What follows belongs to an exercise in optimizing a design on an open flow for small area, a short achievable clock period and few clock cycles; a production flow would make more cautious choices. In this exercise RTL edits were held to simulation tests only and were not proved equivalent to the original. Power is estimated from default activity; no workload was simulated.

===== flow/design.v =====
module bmul16(a, b, s, c);
	input [15:0] a, b;
	output [31:0] s, c;
	wire one0 = b[0] ^ 1'b0;
	wire two0 = (b[1] & ~b[0] & ~1'b0) | (~b[1] & b[0] & 1'b0);
	wire neg0 = b[1];
	wire pp0_0 = ((one0 & a[0]) | (two0 & 1'b0)) ^ neg0;
	wire pp0_1 = ((one0 & a[1]) | (two0 & a[0])) ^ neg0;
	wire pp0_2 = ((one0 & a[2]) | (two0 & a[1])) ^ neg0;
	wire pp0_3 = ((one0 & a[3]) | (two0 & a[2])) ^ neg0;
	wire pp0_4 = ((one0 & a[4]) | (two0 & a[3])) ^ neg0;
	wire pp0_5 = ((one0 & a[5]) | (two0 & a[4])) ^ neg0;
	wire pp0_6 = ((one0 & a[6]) | (two0 & a[5])) ^ neg0;
	wire pp0_7 = ((one0 & a[7]) | (two0 & a[6])) ^ neg0;
	wire pp0_8 = ((one0 & a[8]) | (two0 & a[7])) ^ neg0;
	wire pp0_9 = ((one0 & a[9]) | (two0 & a[8])) ^ neg0;
	wire pp0_10 = ((one0 & a[10]) | (two0 & a[9])) ^ neg0;
	wire pp0_11 = ((one0 & a[11]) | (two0 & a[10])) ^ neg0;
	wire pp0_12 = ((one0 & a[12]) | (two0 & a[11])) ^ neg0;
	wire pp0_13 = ((one0 & a[13]) | (two0 & a[12])) ^ neg0;
	wire pp0_14 = ((one0 & a[14]) | (two0 & a[13])) ^ neg0;
	wire pp0_15 = ((one0 & a[15]) | (two0 & a[14])) ^ neg0;
	wire pp0_16 = ((one0 & a[15]) | (two0 & a[15])) ^ neg0;
	wire ne0 = ~pp0_16;
	wire one1 = b[2] ^ b[1];
	wire two1 = (b[3] & ~b[2] & ~b[1]) | (~b[3] & b[2] & b[1]);
	wire neg1 = b[3];
	wire pp1_0 = ((one1 & a[0]) | (two1 & 1'b0)) ^ neg1;
	wire pp1_1 = ((one1 & a[1]) | (two1 & a[0])) ^ neg1;
	wire pp1_2 = ((one1 & a[2]) | (two1 & a[1])) ^ neg1;
	wire pp1_3 = ((one1 & a[3]) | (two1 & a[2])) ^ neg1;
	wire pp1_4 = ((one1 & a[4]) | (two1 & a[3])) ^ neg1;
	wire pp1_5 = ((one1 & a[5]) | (two1 & a[4])) ^ neg1;
	wire pp1_6 = ((one1 & a[6]) | (two1 & a[5])) ^ neg1;
	wire pp1_7 = ((one1 & a[7]) | (two1 & a[6])) ^ neg1;
	wire pp1_8 = ((one1 & a[8]) | (two1 & a[7])) ^ neg1;
	wire pp1_9 = ((one1 & a[9]) | (two1 & a[8])) ^ neg1;
	wire pp1_10 = ((one1 & a[10]) | (two1 & a[9])) ^ neg1;
	wire pp1_11 = ((one1 & a[11]) | (two1 & a[10])) ^ neg1;
	wire pp1_12 = ((one1 & a[12]) | (two1 & a[11])) ^ neg1;
	wire pp1_13 = ((one1 & a[13]) | (two1 & a[12])) ^ neg1;
	wire pp1_14 = ((one1 & a[14]) | (two1 & a[13])) ^ neg1;
	wire pp1_15 = ((one1 & a[15]) | (two1 & a[14])) ^ neg1;
	wire pp1_16 = ((one1 & a[15]) | (two1 & a[15])) ^ neg1;
	wire ne1 = ~pp1_16;
	wire one2 = b[4] ^ b[3];
	wire two2 = (b[5] & ~b[4] & ~b[3]) | (~b[5] & b[4] & b[3]);
	wire neg2 = b[5];
	wire pp2_0 = ((one2 & a[0]) | (two2 & 1'b0)) ^ neg2;
	wire pp2_1 = ((one2 & a[1]) | (two2 & a[0])) ^ neg2;
	wire pp2_2 = ((one2 & a[2]) | (two2 & a[1])) ^ neg2;
	wire pp2_3 = ((one2 & a[3]) | (two2 & a[2])) ^ neg2;
	wire pp2_4 = ((one2 & a[4]) | (two2 & a[3])) ^ neg2;
	wire pp2_5 = ((one2 & a[5]) | (two2 & a[4])) ^ neg2;
	wire pp2_6 = ((one2 & a[6]) | (two2 & a[5])) ^ neg2;
	wire pp2_7 = ((one2 & a[7]) | (two2 & a[6])) ^ neg2;
	wire pp2_8 = ((one2 & a[8]) | (two2 & a[7])) ^ neg2;
	wire pp2_9 = ((one2 & a[9]) | (two2 & a[8])) ^ neg2;
	wire pp2_10 = ((one2 & a[10]) | (two2 & a[9])) ^ neg2;
	wire pp2_11 = ((one2 & a[11]) | (two2 & a[10])) ^ neg2;
	wire pp2_12 = ((one2 & a[12]) | (two2 & a[11])) ^ neg2;
	wire pp2_13 = ((one2 & a[13]) | (two2 & a[12])) ^ neg2;
	wire pp2_14 = ((one2 & a[14]) | (two2 & a[13])) ^ neg2;
	wire pp2_15 = ((one2 & a[15]) | (two2 & a[14])) ^ neg2;
	wire pp2_16 = ((one2 & a[15]) | (two2 & a[15])) ^ neg2;
	wire ne2 = ~pp2_16;
	wire one3 = b[6] ^ b[5];
	wire two3 = (b[7] & ~b[6] & ~b[5]) | (~b[7] & b[6] & b[5]);
	wire neg3 = b[7];
	wire pp3_0 = ((one3 & a[0]) | (two3 & 1'b0)) ^ neg3;
	wire pp3_1 = ((one3 & a[1]) | (two3 & a[0])) ^ neg3;
	wire pp3_2 = ((one3 & a[2]) | (two3 & a[1])) ^ neg3;
	wire pp3_3 = ((one3 & a[3]) | (two3 & a[2])) ^ neg3;
	wire pp3_4 = ((one3 & a[4]) | (two3 & a[3])) ^ neg3;
	wire pp3_5 = ((one3 & a[5]) | (two3 & a[4])) ^ neg3;
	wire pp3_6 = ((one3 & a[6]) | (two3 & a[5])) ^ neg3;
	wire pp3_7 = ((one3 & a[7]) | (two3 & a[6])) ^ neg3;
	wire pp3_8 = ((one3 & a[8]) | (two3 & a[7])) ^ neg3;
	wire pp3_9 = ((one3 & a[9]) | (two3 & a[8])) ^ neg3;
	wire pp3_10 = ((one3 & a[10]) | (two3 & a[9])) ^ neg3;
	wire pp3_11 = ((one3 & a[11]) | (two3 & a[10])) ^ neg3;
	wire pp3_12 = ((one3 & a[12]) | (two3 & a[11])) ^ neg3;
	wire pp3_13 = ((one3 & a[13]) | (two3 & a[12])) ^ neg3;
	wire pp3_14 = ((one3 & a[14]) | (two3 & a[13])) ^ neg3;
	wire pp3_15 = ((one3 & a[15]) | (two3 & a[14])) ^ neg3;
	wire pp3_16 = ((one3 & a[15]) | (two3 & a[15])) ^ neg3;
	wire ne3 = ~pp3_16;
	wire one4 = b[8] ^ b[7];
	wire two4 = (b[9] & ~b[8] & ~b[7]) | (~b[9] & b[8] & b[7]);
	wire neg4 = b[9];
	wire pp4_0 = ((one4 & a[0]) | (two4 & 1'b0)) ^ neg4;
	wire pp4_1 = ((one4 & a[1]) | (two4 & a[0])) ^ neg4;
	wire pp4_2 = ((one4 & a[2]) | (two4 & a[1])) ^ neg4;
	wire pp4_3 = ((one4 & a[3]) | (two4 & a[2])) ^ neg4;
	wire pp4_4 = ((one4 & a[4]) | (two4 & a[3])) ^ neg4;
	wire pp4_5 = ((one4 & a[5]) | (two4 & a[4])) ^ neg4;
	wire pp4_6 = ((one4 & a[6]) | (two4 & a[5])) ^ neg4;
	wire pp4_7 = ((one4 & a[7]) | (two4 & a[6])) ^ neg4;
	wire pp4_8 = ((one4 & a[8]) | (two4 & a[7])) ^ neg4;
	wire pp4_9 = ((one4 & a[9]) | (two4 & a[8])) ^ neg4;
	wire pp4_10 = ((one4 & a[10]) | (two4 & a[9])) ^ neg4;
	wire pp4_11 = ((one4 & a[11]) | (two4 & a[10])) ^ neg4;
	wire pp4_12 = ((one4 & a[12]) | (two4 & a[11])) ^ neg4;
	wire pp4_13 = ((one4 & a[13]) | (two4 & a[12])) ^ neg4;
	wire pp4_14 = ((one4 & a[14]) | (two4 & a[13])) ^ neg4;
	wire pp4_15 = ((one4 & a[15]) | (two4 & a[14])) ^ neg4;
	wire pp4_16 = ((one4 & a[15]) | (two4 & a[15])) ^ neg4;
	wire ne4 = ~pp4_16;
	wire one5 = b[10] ^ b[9];
	wire two5 = (b[11] & ~b[10] & ~b[9]) | (~b[11] & b[10] & b[9]);
	wire neg5 = b[11];
	wire pp5_0 = ((one5 & a[0]) | (two5 & 1'b0)) ^ neg5;
	wire pp5_1 = ((one5 & a[1]) | (two5 & a[0])) ^ neg5;
	wire pp5_2 = ((one5 & a[2]) | (two5 & a[1])) ^ neg5;
	wire pp5_3 = ((one5 & a[3]) | (two5 & a[2])) ^ neg5;
	wire pp5_4 = ((one5 & a[4]) | (two5 & a[3])) ^ neg5;
	wire pp5_5 = ((one5 & a[5]) | (two5 & a[4])) ^ neg5;
	wire pp5_6 = ((one5 & a[6]) | (two5 & a[5])) ^ neg5;
	wire pp5_7 = ((one5 & a[7]) | (two5 & a[6])) ^ neg5;
	wire pp5_8 = ((one5 & a[8]) | (two5 & a[7])) ^ neg5;
	wire pp5_9 = ((one5 & a[9]) | (two5 & a[8])) ^ neg5;
	wire pp5_10 = ((one5 & a[10]) | (two5 & a[9])) ^ neg5;
	wire pp5_11 = ((one5 & a[11]) | (two5 & a[10])) ^ neg5;
	wire pp5_12 = ((one5 & a[12]) | (two5 & a[11])) ^ neg5;
	wire pp5_13 = ((one5 & a[13]) | (two5 & a[12])) ^ neg5;
	wire pp5_14 = ((one5 & a[14]) | (two5 & a[13])) ^ neg5;
	wire pp5_15 = ((one5 & a[15]) | (two5 & a[14])) ^ neg5;
	wire pp5_16 = ((one5 & a[15]) | (two5 & a[15])) ^ neg5;
	wire ne5 = ~pp5_16;
	wire one6 = b[12] ^ b[11];
	wire two6 = (b[13] & ~b[12] & ~b[11]) | (~b[13] & b[12] & b[11]);
	wire neg6 = b[13];
	wire pp6_0 = ((one6 & a[0]) | (two6 & 1'b0)) ^ neg6;
	wire pp6_1 = ((one6 & a[1]) | (two6 & a[0])) ^ neg6;
	wire pp6_2 = ((one6 & a[2]) | (two6 & a[1])) ^ neg6;
	wire pp6_3 = ((one6 & a[3]) | (two6 & a[2])) ^ neg6;
	wire pp6_4 = ((one6 & a[4]) | (two6 & a[3])) ^ neg6;
	wire pp6_5 = ((one6 & a[5]) | (two6 & a[4])) ^ neg6;
	wire pp6_6 = ((one6 & a[6]) | (two6 & a[5])) ^ neg6;
	wire pp6_7 = ((one6 & a[7]) | (two6 & a[6])) ^ neg6;
	wire pp6_8 = ((one6 & a[8]) | (two6 & a[7])) ^ neg6;
	wire pp6_9 = ((one6 & a[9]) | (two6 & a[8])) ^ neg6;
	wire pp6_10 = ((one6 & a[10]) | (two6 & a[9])) ^ neg6;
	wire pp6_11 = ((one6 & a[11]) | (two6 & a[10])) ^ neg6;
	wire pp6_12 = ((one6 & a[12]) | (two6 & a[11])) ^ neg6;
	wire pp6_13 = ((one6 & a[13]) | (two6 & a[12])) ^ neg6;
	wire pp6_14 = ((one6 & a[14]) | (two6 & a[13])) ^ neg6;
	wire pp6_15 = ((one6 & a[15]) | (two6 & a[14])) ^ neg6;
	wire pp6_16 = ((one6 & a[15]) | (two6 & a[15])) ^ neg6;
	wire ne6 = ~pp6_16;
	wire one7 = b[14] ^ b[13];
	wire two7 = (b[15] & ~b[14] & ~b[13]) | (~b[15] & b[14] & b[13]);
	wire neg7 = b[15];
	wire pp7_0 = ((one7 & a[0]) | (two7 & 1'b0)) ^ neg7;
	wire pp7_1 = ((one7 & a[1]) | (two7 & a[0])) ^ neg7;
	wire pp7_2 = ((one7 & a[2]) | (two7 & a[1])) ^ neg7;
	wire pp7_3 = ((one7 & a[3]) | (two7 & a[2])) ^ neg7;
	wire pp7_4 = ((one7 & a[4]) | (two7 & a[3])) ^ neg7;
	wire pp7_5 = ((one7 & a[5]) | (two7 & a[4])) ^ neg7;
	wire pp7_6 = ((one7 & a[6]) | (two7 & a[5])) ^ neg7;
	wire pp7_7 = ((one7 & a[7]) | (two7 & a[6])) ^ neg7;
	wire pp7_8 = ((one7 & a[8]) | (two7 & a[7])) ^ neg7;
	wire pp7_9 = ((one7 & a[9]) | (two7 & a[8])) ^ neg7;
	wire pp7_10 = ((one7 & a[10]) | (two7 & a[9])) ^ neg7;
	wire pp7_11 = ((one7 & a[11]) | (two7 & a[10])) ^ neg7;
	wire pp7_12 = ((one7 & a[12]) | (two7 & a[11])) ^ neg7;
	wire pp7_13 = ((one7 & a[13]) | (two7 & a[12])) ^ neg7;
	wire pp7_14 = ((one7 & a[14]) | (two7 & a[13])) ^ neg7;
	wire pp7_15 = ((one7 & a[15]) | (two7 & a[14])) ^ neg7;
	wire pp7_16 = ((one7 & a[15]) | (two7 & a[15])) ^ neg7;
	wire ne7 = ~pp7_16;
	wire s1 = pp0_10 ^ pp1_8;
	wire c2 = pp0_10 & pp1_8;
	wire s3 = pp0_11 ^ pp1_9;
	wire c4 = pp0_11 & pp1_9;
	wire s5 = pp0_12 ^ pp1_10 ^ pp2_8;
	wire c6 = (pp0_12 & pp1_10) | (pp0_12 & pp2_8) | (pp1_10 & pp2_8);
	wire s7 = pp3_6 ^ pp4_4;
	wire c8 = pp3_6 & pp4_4;
	wire s9 = pp0_13 ^ pp1_11 ^ pp2_9;
	wire c10 = (pp0_13 & pp1_11) | (pp0_13 & pp2_9) | (pp1_11 & pp2_9);
	wire s11 = pp3_7 ^ pp4_5;
	wire c12 = pp3_7 & pp4_5;
	wire s13 = pp0_14 ^ pp1_12 ^ pp2_10;
	wire c14 = (pp0_14 & pp1_12) | (pp0_14 & pp2_10) | (pp1_12 & pp2_10);
	wire s15 = pp3_8 ^ pp4_6 ^ pp5_4;
	wire c16 = (pp3_8 & pp4_6) | (pp3_8 & pp5_4) | (pp4_6 & pp5_4);
	wire s17 = pp6_2 ^ pp7_0;
	wire c18 = pp6_2 & pp7_0;
	wire s19 = pp0_15 ^ pp1_13 ^ pp2_11;
	wire c20 = (pp0_15 & pp1_13) | (pp0_15 & pp2_11) | (pp1_13 & pp2_11);
	wire s21 = pp3_9 ^ pp4_7 ^ pp5_5;
	wire c22 = (pp3_9 & pp4_7) | (pp3_9 & pp5_5) | (pp4_7 & pp5_5);
	wire s23 = pp6_3 ^ pp7_1;
	wire c24 = pp6_3 & pp7_1;
	wire s25 = ne0 ^ pp1_14 ^ pp2_12;
	wire c26 = (ne0 & pp1_14) | (ne0 & pp2_12) | (pp1_14 & pp2_12);
	wire s27 = pp3_10 ^ pp4_8 ^ pp5_6;
	wire c28 = (pp3_10 & pp4_8) | (pp3_10 & pp5_6) | (pp4_8 & pp5_6);
	wire s29 = pp6_4 ^ pp7_2 ^ 1'b1;
	wire c30 = (pp6_4 & pp7_2) | (pp6_4 & 1'b1) | (pp7_2 & 1'b1);
	wire s31 = pp1_15 ^ pp2_13 ^ pp3_11;
	wire c32 = (pp1_15 & pp2_13) | (pp1_15 & pp3_11) | (pp2_13 & pp3_11);
	wire s33 = pp4_9 ^ pp5_7 ^ pp6_5;
	wire c34 = (pp4_9 & pp5_7) | (pp4_9 & pp6_5) | (pp5_7 & pp6_5);
	wire s35 = pp7_3 ^ 1'b1;
	wire c36 = pp7_3 & 1'b1;
	wire s37 = ne1 ^ pp2_14 ^ pp3_12;
	wire c38 = (ne1 & pp2_14) | (ne1 & pp3_12) | (pp2_14 & pp3_12);
	wire s39 = pp4_10 ^ pp5_8 ^ pp6_6;
	wire c40 = (pp4_10 & pp5_8) | (pp4_10 & pp6_6) | (pp5_8 & pp6_6);
	wire s41 = pp2_15 ^ pp3_13 ^ pp4_11;
	wire c42 = (pp2_15 & pp3_13) | (pp2_15 & pp4_11) | (pp3_13 & pp4_11);
	wire s43 = pp5_9 ^ pp6_7;
	wire c44 = pp5_9 & pp6_7;
	wire s45 = ne2 ^ pp3_14 ^ pp4_12;
	wire c46 = (ne2 & pp3_14) | (ne2 & pp4_12) | (pp3_14 & pp4_12);
	wire s47 = pp3_15 ^ pp4_13;
	wire c48 = pp3_15 & pp4_13;
	wire s49 = pp0_6 ^ pp1_4;
	wire c50 = pp0_6 & pp1_4;
	wire s51 = pp0_7 ^ pp1_5;
	wire c52 = pp0_7 & pp1_5;
	wire s53 = pp0_8 ^ pp1_6 ^ pp2_4;
	wire c54 = (pp0_8 & pp1_6) | (pp0_8 & pp2_4) | (pp1_6 & pp2_4);
	wire s55 = pp3_2 ^ pp4_0;
	wire c56 = pp3_2 & pp4_0;
	wire s57 = pp0_9 ^ pp1_7 ^ pp2_5;
	wire c58 = (pp0_9 & pp1_7) | (pp0_9 & pp2_5) | (pp1_7 & pp2_5);
	wire s59 = pp3_3 ^ pp4_1;
	wire c60 = pp3_3 & pp4_1;
	wire s61 = s1 ^ pp2_6 ^ pp3_4;
	wire c62 = (s1 & pp2_6) | (s1 & pp3_4) | (pp2_6 & pp3_4);
	wire s63 = pp4_2 ^ pp5_0 ^ neg5;
	wire c64 = (pp4_2 & pp5_0) | (pp4_2 & neg5) | (pp5_0 & neg5);
	wire s65 = c2 ^ s3 ^ pp2_7;
	wire c66 = (c2 & s3) | (c2 & pp2_7) | (s3 & pp2_7);
	wire s67 = pp3_5 ^ pp4_3 ^ pp5_1;
	wire c68 = (pp3_5 & pp4_3) | (pp3_5 & pp5_1) | (pp4_3 & pp5_1);
	wire s69 = c4 ^ s5 ^ s7;
	wire c70 = (c4 & s5) | (c4 & s7) | (s5 & s7);
	wire s71 = pp5_2 ^ pp6_0 ^ neg6;
	wire c72 = (pp5_2 & pp6_0) | (pp5_2 & neg6) | (pp6_0 & neg6);
	wire s73 = c6 ^ c8 ^ s9;
	wire c74 = (c6 & c8) | (c6 & s9) | (c8 & s9);
	wire s75 = s11 ^ pp5_3 ^ pp6_1;
	wire c76 = (s11 & pp5_3) | (s11 & pp6_1) | (pp5_3 & pp6_1);
	wire s77 = c10 ^ c12 ^ s13;
	wire c78 = (c10 & c12) | (c10 & s13) | (c12 & s13);
	wire s79 = s15 ^ s17 ^ neg7;
	wire c80 = (s15 & s17) | (s15 & neg7) | (s17 & neg7);
	wire s81 = c14 ^ c16 ^ c18;
	wire c82 = (c14 & c16) | (c14 & c18) | (c16 & c18);
	wire s83 = s19 ^ s21 ^ s23;
	wire c84 = (s19 & s21) | (s19 & s23) | (s21 & s23);
	wire s85 = c20 ^ c22 ^ c24;
	wire c86 = (c20 & c22) | (c20 & c24) | (c22 & c24);
	wire s87 = s25 ^ s27 ^ s29;
	wire c88 = (s25 & s27) | (s25 & s29) | (s27 & s29);
	wire s89 = c26 ^ c28 ^ c30;
	wire c90 = (c26 & c28) | (c26 & c30) | (c28 & c30);
	wire s91 = s31 ^ s33 ^ s35;
	wire c92 = (s31 & s33) | (s31 & s35) | (s33 & s35);
	wire s93 = c32 ^ c34 ^ c36;
	wire c94 = (c32 & c34) | (c32 & c36) | (c34 & c36);
	wire s95 = s37 ^ s39 ^ pp7_4;
	wire c96 = (s37 & s39) | (s37 & pp7_4) | (s39 & pp7_4);
	wire s97 = c38 ^ c40 ^ s41;
	wire c98 = (c38 & c40) | (c38 & s41) | (c40 & s41);
	wire s99 = s43 ^ pp7_5 ^ 1'b1;
	wire c100 = (s43 & pp7_5) | (s43 & 1'b1) | (pp7_5 & 1'b1);
	wire s101 = c42 ^ c44 ^ s45;
	wire c102 = (c42 & c44) | (c42 & s45) | (c44 & s45);
	wire s103 = pp5_10 ^ pp6_8 ^ pp7_6;
	wire c104 = (pp5_10 & pp6_8) | (pp5_10 & pp7_6) | (pp6_8 & pp7_6);
	wire s105 = c46 ^ s47 ^ pp5_11;
	wire c106 = (c46 & s47) | (c46 & pp5_11) | (s47 & pp5_11);
	wire s107 = pp6_9 ^ pp7_7 ^ 1'b1;
	wire c108 = (pp6_9 & pp7_7) | (pp6_9 & 1'b1) | (pp7_7 & 1'b1);
	wire s109 = c48 ^ ne3 ^ pp4_14;
	wire c110 = (c48 & ne3) | (c48 & pp4_14) | (ne3 & pp4_14);
	wire s111 = pp5_12 ^ pp6_10 ^ pp7_8;
	wire c112 = (pp5_12 & pp6_10) | (pp5_12 & pp7_8) | (pp6_10 & pp7_8);
	wire s113 = pp4_15 ^ pp5_13 ^ pp6_11;
	wire c114 = (pp4_15 & pp5_13) | (pp4_15 & pp6_11) | (pp5_13 & pp6_11);
	wire s115 = pp7_9 ^ 1'b1;
	wire c116 = pp7_9 & 1'b1;
	wire s117 = ne4 ^ pp5_14 ^ pp6_12;
	wire c118 = (ne4 & pp5_14) | (ne4 & pp6_12) | (pp5_14 & pp6_12);
	wire s119 = pp5_15 ^ pp6_13;
	wire c120 = pp5_15 & pp6_13;
	wire s121 = pp0_4 ^ pp1_2;
	wire c122 = pp0_4 & pp1_2;
	wire s123 = pp0_5 ^ pp1_3;
	wire c124 = pp0_5 & pp1_3;
	wire s125 = s49 ^ pp2_2 ^ pp3_0;
	wire c126 = (s49 & pp2_2) | (s49 & pp3_0) | (pp2_2 & pp3_0);
	wire s127 = c50 ^ s51 ^ pp2_3;
	wire c128 = (c50 & s51) | (c50 & pp2_3) | (s51 & pp2_3);
	wire s129 = c52 ^ s53 ^ s55;
	wire c130 = (c52 & s53) | (c52 & s55) | (s53 & s55);
	wire s131 = c54 ^ c56 ^ s57;
	wire c132 = (c54 & c56) | (c54 & s57) | (c56 & s57);
	wire s133 = c58 ^ c60 ^ s61;
	wire c134 = (c58 & c60) | (c58 & s61) | (c60 & s61);
	wire s135 = c62 ^ c64 ^ s65;
	wire c136 = (c62 & c64) | (c62 & s65) | (c64 & s65);
	wire s137 = c66 ^ c68 ^ s69;
	wire c138 = (c66 & c68) | (c66 & s69) | (c68 & s69);
	wire s139 = c70 ^ c72 ^ s73;
	wire c140 = (c70 & c72) | (c70 & s73) | (c72 & s73);
	wire s141 = c74 ^ c76 ^ s77;
	wire c142 = (c74 & c76) | (c74 & s77) | (c76 & s77);
	wire s143 = c78 ^ c80 ^ s81;
	wire c144 = (c78 & c80) | (c78 & s81) | (c80 & s81);
	wire s145 = c82 ^ c84 ^ s85;
	wire c146 = (c82 & c84) | (c82 & s85) | (c84 & s85);
	wire s147 = c86 ^ c88 ^ s89;
	wire c148 = (c86 & c88) | (c86 & s89) | (c88 & s89);
	wire s149 = c90 ^ c92 ^ s93;
	wire c150 = (c90 & c92) | (c90 & s93) | (c92 & s93);
	wire s151 = c94 ^ c96 ^ s97;
	wire c152 = (c94 & c96) | (c94 & s97) | (c96 & s97);
	wire s153 = c98 ^ c100 ^ s101;
	wire c154 = (c98 & c100) | (c98 & s101) | (c100 & s101);
	wire s155 = c102 ^ c104 ^ s105;
	wire c156 = (c102 & c104) | (c102 & s105) | (c104 & s105);
	wire s157 = c106 ^ c108 ^ s109;
	wire c158 = (c106 & c108) | (c106 & s109) | (c108 & s109);
	wire s159 = c110 ^ c112 ^ s113;
	wire c160 = (c110 & c112) | (c110 & s113) | (c112 & s113);
	wire s161 = c114 ^ c116 ^ s117;
	wire c162 = (c114 & c116) | (c114 & s117) | (c116 & s117);
	wire s163 = c118 ^ s119 ^ pp7_11;
	wire c164 = (c118 & s119) | (c118 & pp7_11) | (s119 & pp7_11);
	wire s165 = c120 ^ ne5 ^ pp6_14;
	wire c166 = (c120 & ne5) | (c120 & pp6_14) | (ne5 & pp6_14);
	wire s167 = pp6_15 ^ pp7_13;
	wire c168 = pp6_15 & pp7_13;
	wire s169 = pp0_2 ^ pp1_0;
	wire c170 = pp0_2 & pp1_0;
	wire s171 = pp0_3 ^ pp1_1;
	wire c172 = pp0_3 & pp1_1;
	wire s173 = s121 ^ pp2_0 ^ neg2;
	wire c174 = (s121 & pp2_0) | (s121 & neg2) | (pp2_0 & neg2);
	wire s175 = c122 ^ s123 ^ pp2_1;
	wire c176 = (c122 & s123) | (c122 & pp2_1) | (s123 & pp2_1);
	wire s177 = c124 ^ s125 ^ neg3;
	wire c178 = (c124 & s125) | (c124 & neg3) | (s125 & neg3);
	wire s179 = c126 ^ s127 ^ pp3_1;
	wire c180 = (c126 & s127) | (c126 & pp3_1) | (s127 & pp3_1);
	wire s181 = c128 ^ s129 ^ neg4;
	wire c182 = (c128 & s129) | (c128 & neg4) | (s129 & neg4);
	wire s183 = c130 ^ s131 ^ s59;
	wire c184 = (c130 & s131) | (c130 & s59) | (s131 & s59);
	wire s185 = c132 ^ s133 ^ s63;
	wire c186 = (c132 & s133) | (c132 & s63) | (s133 & s63);
	wire s187 = c134 ^ s135 ^ s67;
	wire c188 = (c134 & s135) | (c134 & s67) | (s135 & s67);
	wire s189 = c136 ^ s137 ^ s71;
	wire c190 = (c136 & s137) | (c136 & s71) | (s137 & s71);
	wire s191 = c138 ^ s139 ^ s75;
	wire c192 = (c138 & s139) | (c138 & s75) | (s139 & s75);
	wire s193 = c140 ^ s141 ^ s79;
	wire c194 = (c140 & s141) | (c140 & s79) | (s141 & s79);
	wire s195 = c142 ^ s143 ^ s83;
	wire c196 = (c142 & s143) | (c142 & s83) | (s143 & s83);
	wire s197 = c144 ^ s145 ^ s87;
	wire c198 = (c144 & s145) | (c144 & s87) | (s145 & s87);
	wire s199 = c146 ^ s147 ^ s91;
	wire c200 = (c146 & s147) | (c146 & s91) | (s147 & s91);
	wire s201 = c148 ^ s149 ^ s95;
	wire c202 = (c148 & s149) | (c148 & s95) | (s149 & s95);
	wire s203 = c150 ^ s151 ^ s99;
	wire c204 = (c150 & s151) | (c150 & s99) | (s151 & s99);
	wire s205 = c152 ^ s153 ^ s103;
	wire c206 = (c152 & s153) | (c152 & s103) | (s153 & s103);
	wire s207 = c154 ^ s155 ^ s107;
	wire c208 = (c154 & s155) | (c154 & s107) | (s155 & s107);
	wire s209 = c156 ^ s157 ^ s111;
	wire c210 = (c156 & s157) | (c156 & s111) | (s157 & s111);
	wire s211 = c158 ^ s159 ^ s115;
	wire c212 = (c158 & s159) | (c158 & s115) | (s159 & s115);
	wire s213 = c160 ^ s161 ^ pp7_10;
	wire c214 = (c160 & s161) | (c160 & pp7_10) | (s161 & pp7_10);
	wire s215 = c162 ^ s163 ^ 1'b1;
	wire c216 = (c162 & s163) | (c162 & 1'b1) | (s163 & 1'b1);
	wire s217 = c164 ^ s165 ^ pp7_12;
	wire c218 = (c164 & s165) | (c164 & pp7_12) | (s165 & pp7_12);
	wire s219 = c166 ^ s167 ^ 1'b1;
	wire c220 = (c166 & s167) | (c166 & 1'b1) | (s167 & 1'b1);
	wire s221 = c168 ^ ne6 ^ pp7_14;
	wire c222 = (c168 & ne6) | (c168 & pp7_14) | (ne6 & pp7_14);
	wire s223 = pp7_15 ^ 1'b1;
	wire c224 = pp7_15 & 1'b1;
	assign s = {1'b1, c224, c222, c220, c218, c216, c214, c212, c210, c208, c206, c204, c202, c200, c198, c196, c194, c192, c190, c188, c186, c184, c182, c180, c178, c176, c174, c172, c170, s169, pp0_1, pp0_0};
	assign c = {1'b0, ne7, s223, s221, s219, s217, s215, s213, s211, s209, s207, s205, s203, s201, s199, s197, s195, s193, s191, s189, s187, s185, s183, s181, s179, s177, s175, s173, s171, neg1, 1'b0, neg0};
endmodule
`timescale 1ns / 1ps
module levinson_top(clock, reset, start, done,
	scratch_mem_read_addr, scratch_mem_in,
	scratch_mem_write_addr, scratch_mem_out, scratch_mem_write_en);
	input clock, reset, start;
	output done;
	output [11:0] scratch_mem_read_addr;
	input [31:0] scratch_mem_in;
	output [11:0] scratch_mem_write_addr;
	output [31:0] scratch_mem_out;
	output scratch_mem_write_en;
	localparam [31:0] MAX32 = 32'h7fff_ffff;
	localparam [31:0] MIN32 = 32'h8000_0000;
	localparam [2:0] T_NONE = 3'd0, T_KK = 3'd1, T_AL = 3'd2, T_I1 = 3'd3,
	                 T_I2 = 3'd4, T_FI = 3'd5, T_U = 3'd6, T_S = 3'd7;
	localparam [2:0] C_NONE = 3'd0, C_AL = 3'd2, C_I1 = 3'd3, C_I2 = 3'd4,
	                 C_FI = 3'd5, C_NXT = 3'd6;
	localparam [1:0] M_IDLE = 2'd0, M_RUN = 2'd1, M_RST = 2'd2;
	function [31:0] sadd;    
		input [31:0] a, b;
		reg [31:0] s;
		begin
			s = a + b;
			if (a[31] == b[31] && s[31] != a[31])
				sadd = a[31] ? MIN32 : MAX32;
			else
				sadd = s;
		end
	endfunction
	function [31:0] fmt;     
		input [31:0] x;
		fmt = {x[31:16], 1'b0, x[15:1]};
	endfunction
	function [31:0] comp;    
		input [31:0] x;
		comp = {x[31:16], x[14:0], 1'b0};
	endfunction
	function [4:0] nrm;      
		input [31:0] x;
		reg [31:0] v;
		reg [15:0] a1;  reg [15:0] c1;         
		reg [7:0] a2;   reg [15:0] c2;         
		reg [3:0] a3;   reg [11:0] c3;         
		reg [1:0] a4;   reg [7:0] c4;          
		integer i;
		begin
			v = {x[31:1] ^ x[30:0], 1'b1};
			for (i = 0; i < 16; i = i + 1) begin
				a1[i] = v[2*i+1] | v[2*i];
				c1[i] = ~v[2*i+1];
			end
			for (i = 0; i < 8; i = i + 1) begin
				a2[i] = a1[2*i+1] | a1[2*i];
				c2[2*i +: 2] = a1[2*i+1] ? {1'b0, c1[2*i+1]} : {1'b1, c1[2*i]};
			end
			for (i = 0; i < 4; i = i + 1) begin
				a3[i] = a2[2*i+1] | a2[2*i];
				c3[3*i +: 3] = a2[2*i+1] ? {1'b0, c2[4*i+2 +: 2]} : {1'b1, c2[4*i +: 2]};
			end
			for (i = 0; i < 2; i = i + 1) begin
				a4[i] = a3[2*i+1] | a3[2*i];
				c4[4*i +: 4] = a3[2*i+1] ? {1'b0, c3[6*i+3 +: 3]} : {1'b1, c3[6*i +: 3]};
			end
			nrm = a4[1] ? {1'b0, c4[7:4]} : {1'b1, c4[3:0]};
			if (x == 32'd0) nrm = 5'd0;
		end
	endfunction
	function [4:0] shl4s;    
		input [31:0] x;
		begin
			if (x[31] != x[30]) shl4s = 5'b00001;
			else if (x[31] != x[29]) shl4s = 5'b00010;
			else if (x[31] != x[28]) shl4s = 5'b00100;
			else if (x[31] != x[27]) shl4s = 5'b01000;
			else shl4s = 5'b10000;
		end
	endfunction
	function [11:0] bufa;    
		input b;
		input [3:0] idx;
		bufa = {4'h1, b ? 4'h5 : 4'h3, idx};
	endfunction
	reg [1:0] mode;
	reg p0, p1, p2;
	reg ma_lo, mb_lo, t_lm, a_ld, sh_k, ng_k, ng_s, lz_k;
	reg [4:0] amtk;           
	reg t0pos;                
	reg pro;                  
	reg [3:0] it;             
	reg lit;                  
	reg [2:0] jat, jbt, jct;
	reg [3:0] jak, jbk, jck, jrk;
	reg ja_l, jb_l, jc_l;     
	reg r_u, r_s, r_s0, r_sl, r_al, r_i2, r_fi;
	reg [2:0] ch;             
	reg [2:0] chw;            
	reg [3:0] nu, ns;         
	reg [3:0] ul, sl;         
	reg [3:0] du;             
	reg sfirst;
	reg uf1, uf2, uf3, sf1, sf2;
	reg young;                
	reg f1, f2, f3, f4;       
	reg t1, t2;               
	reg unst;
	reg [3:0] dcnt;           
	reg [15:0] rem;
	reg [16:0] d3;            
	reg [5:0] ec;             
	reg [3:0] rcn;            
	reg [3:0] wm;
	reg [4:0] s4;
	reg sa_acc, sa_sum, sa_sh4, sb_ad, sb_acc, sb_mi;
	reg [31:0] X, Y, H, AD, acc, sum, K, alp, inv, MI;
	reg [31:0] ms, mc, T;
	reg [4:0] ex;
	reg [11:0] ra, wa;
	reg [31:0] wd;
	reg we, done_r;
	assign scratch_mem_read_addr = ra;
	assign scratch_mem_write_addr = wa;
	assign scratch_mem_out = wd;
	assign scratch_mem_write_en = we;
	assign done = done_r;
	wire [15:0] ma = ma_lo ? X[15:0] : X[31:16];
	wire [15:0] mb = mb_lo ? Y[15:0] : Y[31:16];
	wire [31:0] mps, mpc;
	bmul16 i_mul(.a(ma), .b(mb), .s(mps), .c(mpc));
	wire [31:0] P = ms + mc;
	wire p_big = (P == 32'h4000_0000);
	wire p_small = (P[31:3] == 29'd0) && (P[2:0] != 3'd0);
	wire [15:0] mq = p_small ? P[15:0] : (p_big ? 16'h7fff : P[30:15]);
	wire [31:0] t_next = t_lm ? (p_big ? MAX32 : {P[30:0], 1'b0}) : {{15{mq[15]}}, mq, 1'b0};
	wire [31:0] acc_next = a_ld ? T : sadd(acc, T);
	wire [4:0] lz = nrm(lz_k ? K : acc);
	wire [31:0] sh_out = (sh_k ? K : acc) << (sh_k ? amtk : lz);
	wire [31:0] shl2_acc = (acc[31] != acc[30]) ? acc :
	                       ((acc[31] != acc[29]) ? {acc[30:0], 1'b0} : {acc[29:0], 2'b0});
	wire [31:0] ng_in = ng_s ? sum : (r_fi ? shl2_acc : acc);
	wire [31:0] ng_out = (ng_in == MIN32) ? MAX32 : (~ng_in + 32'd1);
	wire [31:0] sh4 = ({32{s4[0]}} & sum) | ({32{s4[1]}} & {sum[30:0], 1'b0}) |
	                  ({32{s4[2]}} & {sum[29:0], 2'b0}) | ({32{s4[3]}} & {sum[28:0], 3'b0}) |
	                  ({32{s4[4]}} & {sum[27:0], 4'b0});
	wire [31:0] oa = ({32{sa_acc}} & acc) | ({32{sa_sum}} & sum) | ({32{sa_sh4}} & sh4);
	wire [31:0] ob = ({32{sb_ad}} & comp(AD)) | ({32{sb_acc}} & acc) | ({32{sb_mi}} & comp(MI));
	wire [31:0] o_raw = oa + ob;
	wire o_ovf = (oa[31] == ob[31]) && (o_raw[31] != oa[31]);
	wire [31:0] o_sum = o_ovf ? (oa[31] ? MIN32 : MAX32) : o_raw;
	wire [16:0] rnd_y = (sum[31] == sum[30]) ? sum[30:14] : sum[31:15];    
	wire [15:0] rnd_hi = (rnd_y[16:1] == 16'h7fff && rnd_y[0]) ? 16'h7fff : rnd_y[16:1] + {15'd0, rnd_y[0]};
	wire [31:0] kk_post = {1'b0, ~(acc[31] ? ng_out[30:0] : acc[30:0])};    
	wire [31:0] i1_post = (acc == MIN32) ? 32'hffff_ffff :
	                      (acc[31] ? MAX32 : {1'b0, ~acc[30:0]});           
	wire u_avail = (ul != 4'd0);
	wire s_avail = (sl != 4'd0);
	wire [1:0] recent = {1'b0, uf1} + {1'b0, uf2} + {1'b0, uf3};
	wire s_ready = s_avail && (sfirst ? !young : (du >= {2'b0, recent}));
	wire fin_ok = !s_avail && !sf1 && !sf2;
	reg [2:0] dt;
	reg [3:0] dk;
	always @(*) begin
		dt = T_NONE;
		dk = 4'd0;
		if (ch == C_NXT) begin
			if (chw == 3'd0)
				dt = (it == 4'd9) ? T_U : T_KK;
		end else if (ch != C_NONE && chw == 3'd0 && (ch != C_FI || fin_ok)) begin
			dt = ch;
		end else if (u_avail && du < 4'd3) begin
			dt = T_U; dk = nu;
		end else if (s_ready) begin
			dt = T_S; dk = ns;
		end else if (u_avail) begin
			dt = T_U; dk = nu;
		end
	end
	wire signed [15:0] kh = K[31:16];
	wire k_unst = (kh > 16'sd32750) || (kh < -16'sd32750);
	wire [15:0] den = alp[31:16];
	wire [17:0] rb = {rem, 2'b00};                          
	wire [18:0] q1t = {1'b0, rb} - {3'b0, den};
	wire [18:0] q2t = {1'b0, rb} - {2'b0, den, 1'b0};
	wire [18:0] q3t = {1'b0, rb} - {2'b0, d3};
	wire [16:0] r2t = {rem, 1'b0} - {1'b0, den};            
	wire [3:0] um = it - 4'd1 - jck;    
	wire [3:0] rm = it - 4'd1 - jrk;    
	always @(posedge clock) begin
		ms <= mps;
		mc <= mpc;
		T <= t_next;
		acc <= acc_next;
		MI <= scratch_mem_in;
		we <= 1'b0;
		done_r <= 1'b0;
		if (dcnt != 4'd0) begin
			dcnt <= dcnt - 4'd1;
			if (dcnt == 4'd8) begin
				d3 <= {1'b0, den} + {den, 1'b0};
				rem <= r2t[16] ? {rem[14:0], 1'b0} : r2t[15:0];
				inv <= {15'd0, ~r2t[16], 16'd0};
			end else begin
				if (!q3t[18]) rem <= q3t[15:0];
				else if (!q2t[18]) rem <= q2t[15:0];
				else if (!q1t[18]) rem <= q1t[15:0];
				else rem <= rb[15:0];
				inv[31:16] <= {inv[29:16], !q3t[18] || !q2t[18], !q3t[18] || (q2t[18] && !q1t[18])};
			end
		end
		case (mode)
		M_IDLE: begin
			ra <= start ? 12'd273 : 12'd272;    
			mode <= start ? M_RUN : M_IDLE;
			pro <= start;
			p0 <= 1'b0; p1 <= 1'b1; p2 <= 1'b0;
			ma_lo <= 1'b0; mb_lo <= 1'b1; t_lm <= 1'b1; a_ld <= 1'b0;
			sh_k <= 1'b1; ng_k <= 1'b0; ng_s <= 1'b1; lz_k <= 1'b0;
			it <= 4'd0;
			lit <= 1'b0;
			ch <= C_I1;
			chw <= 3'd1;
			nu <= 4'd0; ns <= 4'd0; ul <= 4'd0; sl <= 4'd0; du <= 4'd0;
			sfirst <= 1'b1;
			uf1 <= 1'b0; uf2 <= 1'b0; uf3 <= 1'b0; sf1 <= 1'b0; sf2 <= 1'b0;
			young <= 1'b0;
			jat <= T_NONE; jbt <= T_NONE; jct <= T_NONE;
			r_u <= 1'b0; r_s <= 1'b0; r_s0 <= 1'b0; r_sl <= 1'b0;
			r_al <= 1'b0; r_i2 <= 1'b0; r_fi <= 1'b0;
			f1 <= 1'b0; f2 <= 1'b0; f3 <= 1'b0; f4 <= 1'b0;
			t1 <= 1'b0; t2 <= 1'b0;
			ec <= 6'd0;
			sa_acc <= 1'b0; sa_sum <= 1'b0; sa_sh4 <= 1'b0;
			sb_ad <= 1'b0; sb_acc <= 1'b0; sb_mi <= 1'b0;
		end
		M_RST: begin
			rcn <= rcn + 4'd1;
			if (rcn < 4'd10) ra <= 12'd321 + {8'd0, rcn};
			else ra <= 12'd358 + {8'd0, rcn};      
			if (rcn == 4'd0) begin
				we <= 1'b1; wa <= 12'd784; wd <= 32'd4096;
			end else if (rcn >= 4'd3 && rcn <= 4'd12) begin
				we <= 1'b1; wa <= 12'd782 + {8'd0, rcn}; wd <= MI;
			end else if (rcn >= 4'd13) begin
				we <= 1'b1; wa <= 12'd339 + {8'd0, rcn}; wd <= MI;
			end
			if (rcn == 4'd14) done_r <= 1'b1;
			if (rcn == 4'd15) begin
				mode <= M_IDLE;
				ra <= 12'd272;
			end
		end
		default: begin    
			p0 <= p2; p1 <= p0; p2 <= p1;
			ma_lo <= ~(p0 | p2); a_ld <= p1 & ~p0;
			mb_lo <= ~(p1 | p2); t_lm <= p0 & ~p2; sh_k <= p0 & ~p1;
			ng_s <= p0 | (p1 & p2); ng_k <= ~(p0 | p1); lz_k <= p2 & ~p1;
			if (lit) ec <= ec + 6'd1;
			sa_acc <= p1 & r_u;
			sa_sum <= p1 & r_s & ~r_s0;
			sb_ad <= p1 & r_u;
			sb_acc <= p1 & r_s;
			sa_sh4 <= p2 & ~lit;
			sb_mi <= p2 & ~lit;
			if (p0) begin
				if (jat == T_S) ra <= 12'd273 + {8'd0, jak};
				if (r_sl) ra <= 12'd273 + {8'd0, it};
				if (jbt == T_S) H <= MI;
				if (f1) begin
					amtk <= (ex < lz) ? ex : lz;
					f1 <= 1'b0;
					f2 <= 1'b1;
				end
				if (t1) begin
					sum <= o_sum;
					t1 <= 1'b0;
					t2 <= 1'b1;
				end
				if (f4) begin
					we <= 1'b1;
					wa <= 12'd351 + {8'd0, it};
					wd <= {{16{K[31]}}, K[31:16]};
					f4 <= 1'b0;
					if (unst) begin
						mode <= M_RST;
						rcn <= 4'd0;
						dcnt <= 4'd0;
					end
				end
				if (lit) begin
					if (ec == 6'd7) ra <= 12'd352;
					if (ec == 6'd10) ra <= 12'd353;
					if (ec == 6'd10 || ec == 6'd13) begin
						we <= 1'b1;
						wa <= (ec == 6'd10) ? 12'd368 : 12'd369;
						wd <= MI;
					end
					if (ec == 6'd16) begin
						we <= 1'b1;
						wa <= 12'd784;
						wd <= 32'd4096;
					end
				end
			end
			if (p1) begin
				if (jct == T_U) ra <= bufa(~it[0], um);
				if (r_u) AD <= MI;
				if (t2) begin
					H <= fmt(sum[31] ? ng_out : sum);
					t0pos <= !sum[31] && (sum != 32'd0);
					t2 <= 1'b0;
				end
				if (f2) begin
					K <= sh_out;
					f2 <= 1'b0;
					f3 <= 1'b1;
				end
				if (lit && (ec == 6'd8 || (ec >= 6'd14 && ec <= 6'd38))) begin
					we <= 1'b1;
					wa <= {4'h3, 4'h1, wm};       
					wd <= {{16{rnd_hi[15]}}, rnd_hi};
				end
				if (pro) begin
					sum <= 32'd0;
					s4 <= 5'b00001;
					t1 <= 1'b1;
				end
			end
			if (p2) begin
				if (jat == T_U) ra <= bufa(~it[0], jak + 4'd1);
				else if (jat == T_S) ra <= bufa(it[0], it - jak);
				if (r_u) begin
					if (lit) begin
						sum <= o_sum;
						wm <= 4'd9 - jrk;
					end else begin
						we <= 1'b1;
						wa <= bufa(it[0], rm);
						wd <= fmt(o_sum);
					end
				end
				if (r_s) begin
					sum <= o_sum;
					s4 <= o_ovf ? 5'b00001 : shl4s(o_raw);
					if (r_sl) t1 <= 1'b1;
				end
				if (r_al) begin
					alp <= fmt(sh_out);
					ex <= ({1'b0, ex} + {1'b0, lz} > 6'd31) ? 5'd31 : ex + lz;
					dcnt <= 4'd8;
					rem <= 16'h3fff;
				end
				if (r_i2) inv <= fmt(acc);
				if (r_fi) begin
					K <= t0pos ? ng_out : shl2_acc;
					f1 <= 1'b1;
				end
				case (jbt)
				T_KK: begin X <= fmt(K); Y <= fmt(K); end
				T_AL: begin X <= alp; Y <= fmt(kk_post); end
				T_I1: begin X <= alp; Y <= inv; end
				T_I2: begin X <= fmt(i1_post); Y <= inv; end
				T_FI: begin X <= H; Y <= r_i2 ? fmt(acc) : inv; end
				T_U: begin X <= fmt(K); Y <= MI; end
				T_S: begin X <= H; Y <= MI; end
				default: ;
				endcase
				if (f3) begin
					we <= 1'b1;
					wa <= bufa(it[0], it);
					wd <= fmt({{4{K[31]}}, K[31:4]});
					unst <= (it >= 4'd2) && k_unst;
					f3 <= 1'b0;
					f4 <= 1'b1;
				end
				if (pro) begin
					pro <= 1'b0;
					alp <= MI;           
					ex <= 5'd0;
					dcnt <= 4'd8;
					rem <= 16'h3fff;
				end
				if (lit) begin
					if (ec == 6'd6) begin
						sum <= {{4{K[31]}}, K[31:5], 1'b0};
						wm <= 4'd10;
					end
					if (ec == 6'd9 || (ec >= 6'd15 && ec <= 6'd39)) begin
						we <= 1'b1;
						wa <= {4'h1, 4'h4, wm};       
						wd <= {{16{rnd_hi[15]}}, rnd_hi};
					end
					if (ec == 6'd39) done_r <= 1'b1;
				end
				jrk <= jck;
				r_u <= (jct == T_U);
				r_s <= (jct == T_S);
				r_s0 <= (jct == T_S) && (jck == 4'd0);
				r_sl <= (jct == T_S) && jc_l;
				r_al <= (jct == T_AL);
				r_i2 <= (jct == T_I2);
				r_fi <= (jct == T_FI);
				jct <= jbt; jck <= jbk; jc_l <= jb_l;
				jbt <= jat; jbk <= jak; jb_l <= ja_l;
				jat <= dt; jak <= dk; ja_l <= (dt == T_S) && (sl == 4'd1);
				uf3 <= uf2; uf2 <= uf1; uf1 <= (dt == T_U);
				sf2 <= sf1; sf1 <= (dt == T_S);
				young <= 1'b0;
				if (ch == C_NXT) begin
					if (chw == 3'd0) begin
						it <= it + 4'd1;
						ns <= 4'd0;
						sfirst <= 1'b1;
						young <= 1'b1;
						if (it == 4'd9) begin
							lit <= 1'b1;
							nu <= 4'd1;
							ul <= 4'd8;
							sl <= 4'd0;
							du <= 4'd1;
							ch <= C_NONE;
							ec <= 6'd1;
						end else begin
							nu <= 4'd0;
							ul <= it;
							sl <= it + 4'd1;
							du <= 4'd0;
							ch <= C_AL;
							chw <= 3'd1;
						end
					end else
						chw <= chw - 3'd1;
				end else if (dt == ch && ch != C_NONE) begin
					case (ch)
					C_AL: begin ch <= C_I1; chw <= 3'd4; end
					C_I1: begin ch <= C_I2; chw <= 3'd1; end
					C_I2: begin ch <= C_FI; chw <= 3'd1; end
					default: begin ch <= C_NXT; chw <= 3'd2; end
					endcase
				end else begin
					if (chw != 3'd0) chw <= chw - 3'd1;
					if (dt == T_U) begin
						nu <= nu + 4'd1;
						ul <= ul - 4'd1;
						du <= du + 4'd1;
					end
					if (dt == T_S) begin
						ns <= ns + 4'd1;
						sl <= sl - 4'd1;
						du <= du - 4'd1;
						sfirst <= 1'b0;
					end
				end
				if (lit && ec == 6'd39) begin
					mode <= M_IDLE;
					ra <= 12'd272;
				end
			end
		end
		endcase
		if (reset) begin
			mode <= M_IDLE;
			ra <= 12'd272;
			we <= 1'b0;
			done_r <= 1'b0;
		end
	end
endmodule

===== flow/run.sh =====
#!/bin/bash
# synth_recipe.tcl (not shown) runs the flow's synth.tcl, then flattens the netlist and writes it again
# the make line also repeats each setting of config.mk as NAME=value (left out here)
make -C /OpenROAD-flow-scripts/flow DESIGN_CONFIG=/design/flow/config.mk WORK_HOME=/design/flow/orfs CLKGATE_MAP_FILE= SYNTH_SCRIPT=/design/flow/synth_recipe.tcl finish

===== flow/config.mk =====
export PLATFORM = sky130hd
export DESIGN_NAME = levinson_top
export DESIGN_NICKNAME = levinson_top
export VERILOG_FILES = /design/flow/design.v
export SDC_FILE = /design/flow/constraint.sdc
export NUM_CORES = 8
export LEC_CHECK = 0
export CAP_MARGIN = 20
export CORE_MARGIN = 2
export CORE_UTILIZATION = 30
export PLACE_DENSITY = 0.5
export SLEW_MARGIN = 20

===== flow/constraint.sdc =====
create_clock -name core_clock -period 20.0 [get_ports {clock}]
set_input_delay 4.0000 -clock core_clock [delete_from_list [all_inputs] [get_ports {clock}]]
set_output_delay 4.0000 -clock core_clock [all_outputs]
set_load 0.01 [all_outputs]

==> results of run 1 <==
[synthesized netlist by cell type (all sizes together), types with 63 or more instances]
cell    number  area share (%)
xnor2      179             2.9
nand2      651             4.4
buf         92            0.78
edfxtp     410              22
o211ai      90             1.2
o22ai      141             1.6
fa          93             3.4
nand3      107            0.98
a221oi     110             1.8
o21ai      458             4.2
mux2i      222             4.0
a211oi     138             1.9
dfxtp      224             8.1
nor3        90            0.83
clkbuf     487             3.3
xor2        73             1.2
a22oi      115             1.6
nor2       574             3.9
inv        354             2.4
mux2        98             2.0
a21oi      697             6.3
ha         253             5.8
a21o        99             1.4
a31oi      102             1.2
nor2b       63            0.72
[placed cells by master (no fill, tap or decap), drive strengths merged, types with 138 or more instances in the layout]
cell | synthesis | layout
edfxtp | 410 | 410
nor2 | 574 | 574
buf | 92 | 209
mux2i | 222 | 222
inv | 354 | 357
xnor2 | 179 | 179
ha | 253 | 253
dfxtp | 224 | 224
o21ai | 458 | 458
a211oi | 138 | 138
a21oi | 697 | 697
nand2 | 651 | 651
o22ai | 141 | 141
[metal layers]
metal / global-route usage, % / vias to the layer above
li1: - / 24500
met3: 4.93 / 620
met1: 34.1 / 26300
met4: 13.4 / 12
met2: 39.1 / 2908
met5: 0 / -
[area by class of cell]
class	count	area share, %
multi-input cells	5159	56.8
inverters	359	2.20
repair buffers	301	4.09
flip-flops and latches	634	27.4
diodes	1	0.00408
well taps	2385	4.86
clock inverters	43	0.846
clock buffers	111	3.86
[critical path, stage by stage, from the launching register on]
cell	delay, ns
edfxtp_1	0.33
buf_4	0.65
mux2i_1	0.27
ha_1	0.34
nor2_1	0.20
nand4_1	0.21
a211oi_2	0.55
o21ai_1	0.47
a21oi_2	0.92
inv_2	0.17
a221o_1	0.41
a22oi_1	0.35
a22oi_1	0.26
mux2i_1	0.33
o22ai_1	0.19
nand2_1	0.17
o21ai_0	0.09
[final timing paths]
check | from | to | depth (start not counted)
worst max register to register | lz_k | alp[31] | 16
worst min-delay path | jbk[2] | jck[2] | 0
worst max-delay path | lz_k | alp[31] | 16
worst min register to register | jbk[2] | jck[2] | 0
[stage by stage]
stage | util, % | cell area [sq um]
CTS | 33.6 | 61300
global placement | 32.0 | 58500
finish | 33.6 | 61400
floorplan | - | 55000
global route | 33.6 | 61400
detailed placement | 32.0 | 58500
[report_power, final]
group | leakage (nW) | internal, mW | switching [mW] | total [mW]
clock network | 1.40 | 0.921 | 0.671 | 1.59
logic | 16.8 | 1.84 | 3.22 | 5.05
registers | 5.83 | 1.70 | 0.257 | 1.95
[cells by family (layout without fill, tap and decap cells)]
family,Yosys count,after routing,synth area share [%]
other,0,1,0
adders and majority gates,346,346,9.13
muxes,320,320,6.05
and+or+nand+nor,1833,1833,15.1
buffers and inverters,938,814,6.55
DFF,634,634,30.5
xor gates and xnor gates,252,252,4.02
AOI/OAI and AO/OA,2408,2408,28.6
==> reports/qor.csv, run 1 <==
metric,value,unit
ir_worst_vdd,0.0901,mV
syn_avg_cell_area,8.18,sq um
clkTransAtPathRegs,0.06,ns
dp_slack,13.85,ns
antenna_found_initial,14,
core,183000,sq um
gp_congestion,0.962,
slew_headroom,20.1,%
dr_wl_met2,107000,microns
slew_viol_final,0,
cp-end-kind,register,
clock_sinks,634,
max_freq,161,MHz
first_pass_iters,9,
p_per_area,140,nW/um^2
dp_cells,8837,
wl_per_cell,27.5,microns
die_x,432,microns
holdWs,0.415,ns
clkLatencyLatePin,0.74,ns
async_flop_share,0,%
die_h,432,microns
post-cts-setup-buffer-count,0,
finalCriticalPeriod,6.22,ns
drive_above_1_share,8.49,%
synth_fp_nets,7112,
wl_met1,104000,microns
h-tree-depth,3,
grt_max_degree,68,
min_path_type,reg2reg,
num-fill-cells,19200,
status,finished clean,
tightest_slew,1.20,ns
die-area,187000,sq um
portBuffers,92,
grt_pass1_vias,50900,
synth.distinct_cells,104,
ys_ff_latch,634,
cts_buffer_depth,3,
critical_path_class,reg2reg,
start_util,30.1,%
hpwl,178000,microns
ios,93,
cap_violations,0,
cts_tree,built,
final_nets,6918,
worst_slack,13.78,ns
reg2reg_slack,13.78,ns
dr.max_layer_used,met5,
grtUsageTotal,25.6,%
num_rows,157,
worstSetupStartpointType,register,
totalNegativeSetupSlack,0,ns
vias_per_cell,6.05,
rsz0062_at_grt,no,
register_area,16800,sq um
clockRootBuffer,clkbuf_16,
vias,54400,
overflow,0,
cts-hold-fix-buffers,0,
critical_path_arrival,6.68,ns
ant_nets,0,
finClkSkew,0.0812,ns
finalSetupViolCount,0,
multi_input_area,34900,sq um
post_cts_resize_count,0,
finalHoldViolCount,0,
path_max_fanout,63,
routed_wirelength,247000,microns
ys_warn_count,1,
fin_crit_sh,31.1,%
cp_data_required_time,20.45,ns
drtIter0Drc,6572,
synth_area,55000,sq um
p_total,8.60,mW
wl_met3,21700,microns
ys_seq_area_share,30.5,%
drc,0,
synth_ff_type,edfxtp_1,
syn_inst,6731,
grt_pass1_wl,358000,microns
cts_made_buffers,82,
synth-edff-count,410,
area_delta_synth_final,11.5,%
p_leak,24.0,nW
stdcell_count,8993,
Testbench counts, summed over its fixed seeds: cycles 1,370,400.
==> run 2: changes to the inputs <==
--- a/flow/config.mk
+++ b/flow/config.mk
@@ -5,8 +5,9 @@
 export SDC_FILE = /design/flow/constraint.sdc
 export NUM_CORES = 8
 export LEC_CHECK = 0
+export ABC_AREA = 1
 export CAP_MARGIN = 20
 export CORE_MARGIN = 2
-export CORE_UTILIZATION = 30
-export PLACE_DENSITY = 0.5
+export CORE_UTILIZATION = 50
+export PLACE_DENSITY = 0.7
 export SLEW_MARGIN = 20
==> run 2 against run 1 <==
Hold slack improved by 0.0054 ns. Clock skew shrank 0.049 ns. Via count up 3.9%.
==> reports/qor.csv, run 2 <==
metric,value,unit
slew_viol_final,0,
ant_nets,0,
syn_avg_cell_area,7.19,sq um
critical_path_class,reg2out,
tightest_slew,1.19,ns
synth_fp_nets,7737,
hpwl,177000,microns
ys_ff_latch,634,
synth_most_common_cell,nand2_1,
synth.distinct_cells,72,
final_util,55.1,%
grt_max_degree,73,
portBuffers,92,
slew_headroom,20.4,%
area_delta_synth_final,9.38,%
max_stage_delay,0.63,ns
drtIter0Drc,8436,
clock_sinks,634,
core,105000,sq um
grt_pass1_wl,344000,microns
seqPwrFrac,22.8,%
routed_wirelength,236000,microns
yosys.area.top_type,edfxtp_1,
status,finished clean,
cp-end-kind,primary output,
p_leak,24.9,nW
die-area,108000,sq um
comb_power_share,59.2,%
p_sw,4.49,mW
grtUsageTotal,42.4,%
clkTransAtPathRegs,0.07,ns
cp_data_required_time,16.00,ns
post-cts-setup-buffer-count,0,
ys_seq_area_share,31.7,%
finalSetupViolCount,0,
antenna_found_initial,8,
synth.area.top_cells,"edfxtp_1, nand2_1, dfxtp_1",
final_nets,7652,
rsz0062_at_grt,no,
grt_pass1_vias,52600,
fin_crit_sh,29.5,%
cp.depth,1,
dp_cells,8578,
ys_warn_count,1,
path_max_fanout,2,
drc,0,
first_pass_iters,12,
cts-hold-fix-buffers,0,
cts_tree,built,
p_int,4.38,mW
cap_violations,0,
synth_commonest_cells,"nand2_1, inv_1, o21ai_0",
ios,93,
worstSetupStartpointType,register,
cp_top_family,buffers and inverters,
finClkSkew,0.0326,ns
synth_area,52900,sq um
hold_path_depth,0,
drive_above_1_share,4.93,%
start_util,50.3,%
wl_per_cell,27.0,microns
critical_path_arrival,1.90,ns
overflow,0,
gp_congestion,1.08,
die_h,329,microns
p_per_area,153,nW/um^2
totalNegativeSetupSlack,0,ns
finalCriticalPeriod,5.90,ns
synth_ff_type,edfxtp_1,
ir_worst_vdd,0.134,mV
rr_worst_depth,22,
crit_path_top_delay_cell,clkdlybuf4s50_1,
min_path_type,reg2reg,
finalHoldViolCount,0,
mostFrequentLayoutCell,nand2_1,
clock_power_share,18.0,%
crit_chain,clkdlybuf4s50_1,
most-common-layout-cells,"nand2_1, inv_1, o21ai_0",
clockRootBuffer,clkbuf_16,
max_freq,169,MHz
cts_made_buffers,79,
p_sw_share,50.6,%
stdcell_count,8732,
async_flop_share,0,%
num_rows,119,
crit_buf_inv,1,
vias,56500,
clkLatencyLatePin,0.69,ns
post_cts_resize_count,0,
synth_top_area_share,23.3,%
vias_per_cell,6.48,
die_x,329,microns
cts_buffer_depth,3,
h-tree-depth,3,
synth-edff-count,410,
syn_inst,7356,
[run 2: worst paths after layout]
kind,from,endpoint,slack [ns]
setup / recovery,wd[16],scratch_mem_out[16],14.10
hold / removal,jb_l,jc_l,0.42
setup reg to reg,sum[31],wd[22],14.30
hold reg to reg,jb_l,jc_l,0.42
[run 2: cell families (layout without fill, tap and decap cells)]
group                    count (synthesis)  in the layout  synth area share, %
AND/OR/NAND/NOR                       2860           2860                 22.5
AO/OA/AOI/OAI                         2021           2021                 22.3
buffers and inverters                 1181           1162                 8.74
flip-flops                             634            634                 31.7
adder cells (fa/ha/maj)                346            346                 9.50
XOR/XNOR                               307            307                 5.08
multiplexers                             7              7                0.132
other                                    0              4                    0
[run 2: power groups by stage]
stage / registers, mW / logic [mW] / clock network [mW]
6_report: 2.02 / 5.25 / 1.60
2_1_floorplan: 1.92 / 3.59 / 0
3_3_place_gp: 2.03 / 4.99 / 0
5_1_grt: 2.04 / 5.78 / 1.64
4_1_cts: 2.01 / 5.11 / 1.60
3_5_place_dp: 2.03 / 5.07 / 0
[run 2: stage by stage]
stage	total power, mW	instance area (sq um)	hold WS [ns]	worst slack [ns]
after floorplan	5.51	52900	0.400	15.12
after CTS	8.72	57800	0.421	14.09
after detailed placement	7.11	55000	0.407	14.32
final	8.87	57900	0.420	14.10
after global routing	9.46	57900	0.427	13.96
after global placement	7.02	55000	0.401	14.33
[run 2: layout make-up]
cell class / count / area (sq um)
flip-flops and latches: 634 / 16800
well taps: 1391 / 1740
clock inverters: 53 / 643
multi-input cells: 5541 / 31600
inverters: 795 / 2990
diodes: 4 / 10.0
repair buffers: 220 / 1950
clock buffers: 94 / 2160
fillers: 10300 / 47200
[run 2: layer usage]
layer / routed length [microns] / track usage, % / vias to the layer above
li1: - / - / 25100
met1: 89600 / 55.7 / 26500
met2: 99000 / 62.9 / 4088
met3: 29900 / 10.1 / 796
met4: 17000 / 26.3 / 4
met5: 35 / 0.0870 / -
==> run 3: changes to the inputs <==
--- a/flow/config.mk
+++ b/flow/config.mk
@@ -8,6 +8,6 @@
 export ABC_AREA = 1
 export CAP_MARGIN = 20
 export CORE_MARGIN = 2
-export CORE_UTILIZATION = 50
-export PLACE_DENSITY = 0.7
+export CORE_UTILIZATION = 40
+export PLACE_DENSITY = 0.6
 export SLEW_MARGIN = 20
==> run 3 against run 2 <==
Still clean on timing, DRC and antenna. Count of clock-buffer cells in the layout up 17. Sequential share of layout area down 0.29 points. Critical path depth did not move. Clock power hardly changed. Synthesized cell count unchanged. Hold slack better by 0.0023 ns. Register-to-register slack improved by 0.11 ns. Global-route usage decreased by 7.9 points. Fmax rose by 0.39%. Critical endpoint is now scratch_mem_out[1]. Largest cell class unchanged. Highest routed layer unchanged.
==> reports/qor.csv, run 3 <==
metric,value,unit
cts_tree,built,
vias_per_cell,6.10,
final_util,44.5,%
syn_avg_cell_area,7.19,sq um
portBuffers,92,
finClkSkew,0.0673,ns
h-tree-depth,3,
synth_area,52900,sq um
endpoint,scratch_mem_out[1],
worstSetupStartpointType,register,
async_flop_share,0,%
cp-end-kind,primary output,
crit_path_top_delay_cell,clkdlybuf4s50_1,
max_freq,170,MHz
min_path_type,reg2reg,
core,131000,sq um
cp.depth,1,
finalHoldViolCount,0,
rr_startpoint,sum[31],
ir_worst_vdd,0.0787,mV
die-area,135000,sq um
num-fill-cells,13500,
clkTransAtPathRegs,0.06,ns
p_per_area,152,nW/um^2
vias,55600,
die_h,368,microns
die_x,368,microns
drtIter0Drc,7458,
rsz0062_at_grt,no,
clock_sinks,634,
synth-edff-count,410,
ys_seq_area_share,31.7,%
grtUsageTotal,34.5,%
ys_ff_latch,634,
grt_pass1_vias,52000,
slew_headroom,25.7,%
critical_path_class,reg2out,
hpwl,184000,microns
synth.distinct_cells,72,
syn_inst,7356,
crit_buf_inv,1,
rr_worst_depth,21,
status,finished clean,
grt_max_degree,72,
synth_top_area_share,23.3,%
clockRootBuffer,clkbuf_16,
totalNegativeSetupSlack,0,ns
synth_ff_type,edfxtp_1,
ios,93,
dp_cells,8961,
routed_wirelength,241000,microns
holdWs,0.422,ns
worst_slack,14.12,ns
synth_fp_nets,7737,
p_total,8.90,mW
finalCriticalPeriod,5.88,ns
first_pass_iters,7,
cap_violations,0,
post-cts-setup-buffer-count,0,
p_leak,25.0,nW
worst_r2r_endpoint,wd[29],
drive_above_1_share,5.22,%
synth_commonest_cells,"nand2_1, inv_1, o21ai_0",
num_rows,133,
area_delta_synth_final,10.5,%
cp_data_required_time,16.00,ns
setup.worst_path.start,wd[1],
clkLatencyLatePin,0.73,ns
finalSetupViolCount,0,
mostFrequentLayoutCell,nand2_1,
hp-start,jb_l,
antenna_found_initial,10,
wl_per_cell,26.5,microns
overflow,0,
placed_area,55600,sq um
cp_top_family,buffers and inverters,
drc,0,
stdcell_count,9123,
crit_chain,clkdlybuf4s50_1,
tightest_slew,1.11,ns
design_area,58500,sq um
grt_pass1_wl,351000,microns
final_nets,7672,
slew_viol_final,0,
cts-hold-fix-buffers,0,
dp_slack,14.33,ns
start_util,40.3,%
cts_buffer_depth,3,
max_stage_delay,0.62,ns
gp_congestion,1.02,
cts_made_buffers,82,
ys_warn_count,1,
ant_nets,0,
critical_path_arrival,1.88,ns
fin_crit_sh,29.4,%
synth_most_common_cell,nand2_1,
path_max_fanout,2,
yosys.area.top_type,edfxtp_1,
synth.area.top_cells,"edfxtp_1, nand2_1, dfxtp_1",
reg2reg_slack,14.41,ns
post_cts_resize_count,0,
most-common-layout-cells,"nand2_1, inv_1, o21ai_0",
[run 3: cell counts after synthesis]
Identical to the previous run, type by type.
[run 3: worst min path at each step]
stage / to / cells after the start
after floorplan: jb_l / 0
after global placement: jb_l / 0
after detailed placement: jc_l / 0
after CTS: jck[3] / 0
after global routing: jb_l / 0
final: jc_l / 0
[run 3: logic make-up after synthesis]
| group | count (synthesis) | share of synthesized area [%] |
|---|---|---|
| xor gates and xnor gates | 307 | 5.08 |
| DFF | 634 | 31.7 |
| buffers and inverters | 1181 | 8.74 |
| AOI/OAI and AO/OA | 2021 | 22.3 |
| adders and majority gates | 346 | 9.50 |
| and+or+nand+nor | 2860 | 22.5 |
| muxes | 7 | 0.132 |
[run 3: final cells by class]
class / instances / area [sq um] / area share (%)
Antenna cell: 8 / 20.0 / 0.0342
Clock buffer: 111 / 2360 / 4.03
Clock inverter: 42 / 477 / 0.816
Inverter: 795 / 2990 / 5.11
Multi-Input combinational cell: 5541 / 31600 / 54.1
Sequential cell: 634 / 16800 / 28.7
Tap cell: 1755 / 2200 / 3.76
Timing Repair Buffer: 237 / 2020 / 3.45
[run 3: report_power, final]
group | switching (mW) | internal (mW) | leakage (nW) | total (mW)
Combinational | 3.60 | 1.71 | 17.8 | 5.31
Clock | 0.670 | 0.923 | 1.39 | 1.59
Sequential | 0.248 | 1.75 | 5.82 | 2.00
Total | 4.51 | 4.39 | 25.0 | 8.90
[run 3: per-layer routing]
layer | wire [microns] | part of all wire [%] | up-vias | track usage [%]
li1 | - | - | 25200 | -
met1 | 97000 | 40 | 26600 | 45.1
met2 | 105000 | 44 | 3257 | 53.0
met3 | 24600 | 10 | 598 | 7.69
met4 | 14600 | 6.1 | 8 | 18.4
met5 | 93 | 0.039 | - | 0

==> re-timing with driven ports <==
Ports are ideal in the flow. The routed layouts listed here were re-timed in OpenROAD. Step 1 (the two cells are an assumption about what drives the block):
set clk [get_ports {clock}]
set_driving_cell -lib_cell sky130_fd_sc_hd__clkbuf_16 $clk
set_driving_cell -lib_cell sky130_fd_sc_hd__buf_2 [delete_from_list [all_inputs] $clk]
Step 2 also shifts input and output timing later by t, the mid clock arrival at the registers, as if the neighbouring blocks saw the same clock. Slacks: ideal ports / drivers / drivers and shift; pairs: ideal ports / drivers.
run	t (ns)	setup WS [ns]	worst setup path at the end	clock arrival spread, ns	pins driven straight from the clock port
run 1	0.793	13.778 / 13.778 / 13.778	register to register	0.082 / 0.083	1
run 2	0.760	14.097 / 14.018 / 14.270	input to register	0.038 / 0.038	1
run 3	0.785	14.120 / 14.033 / 14.252	input to register	0.067 / 0.067	1
After both steps every run listed still meets setup and hold.
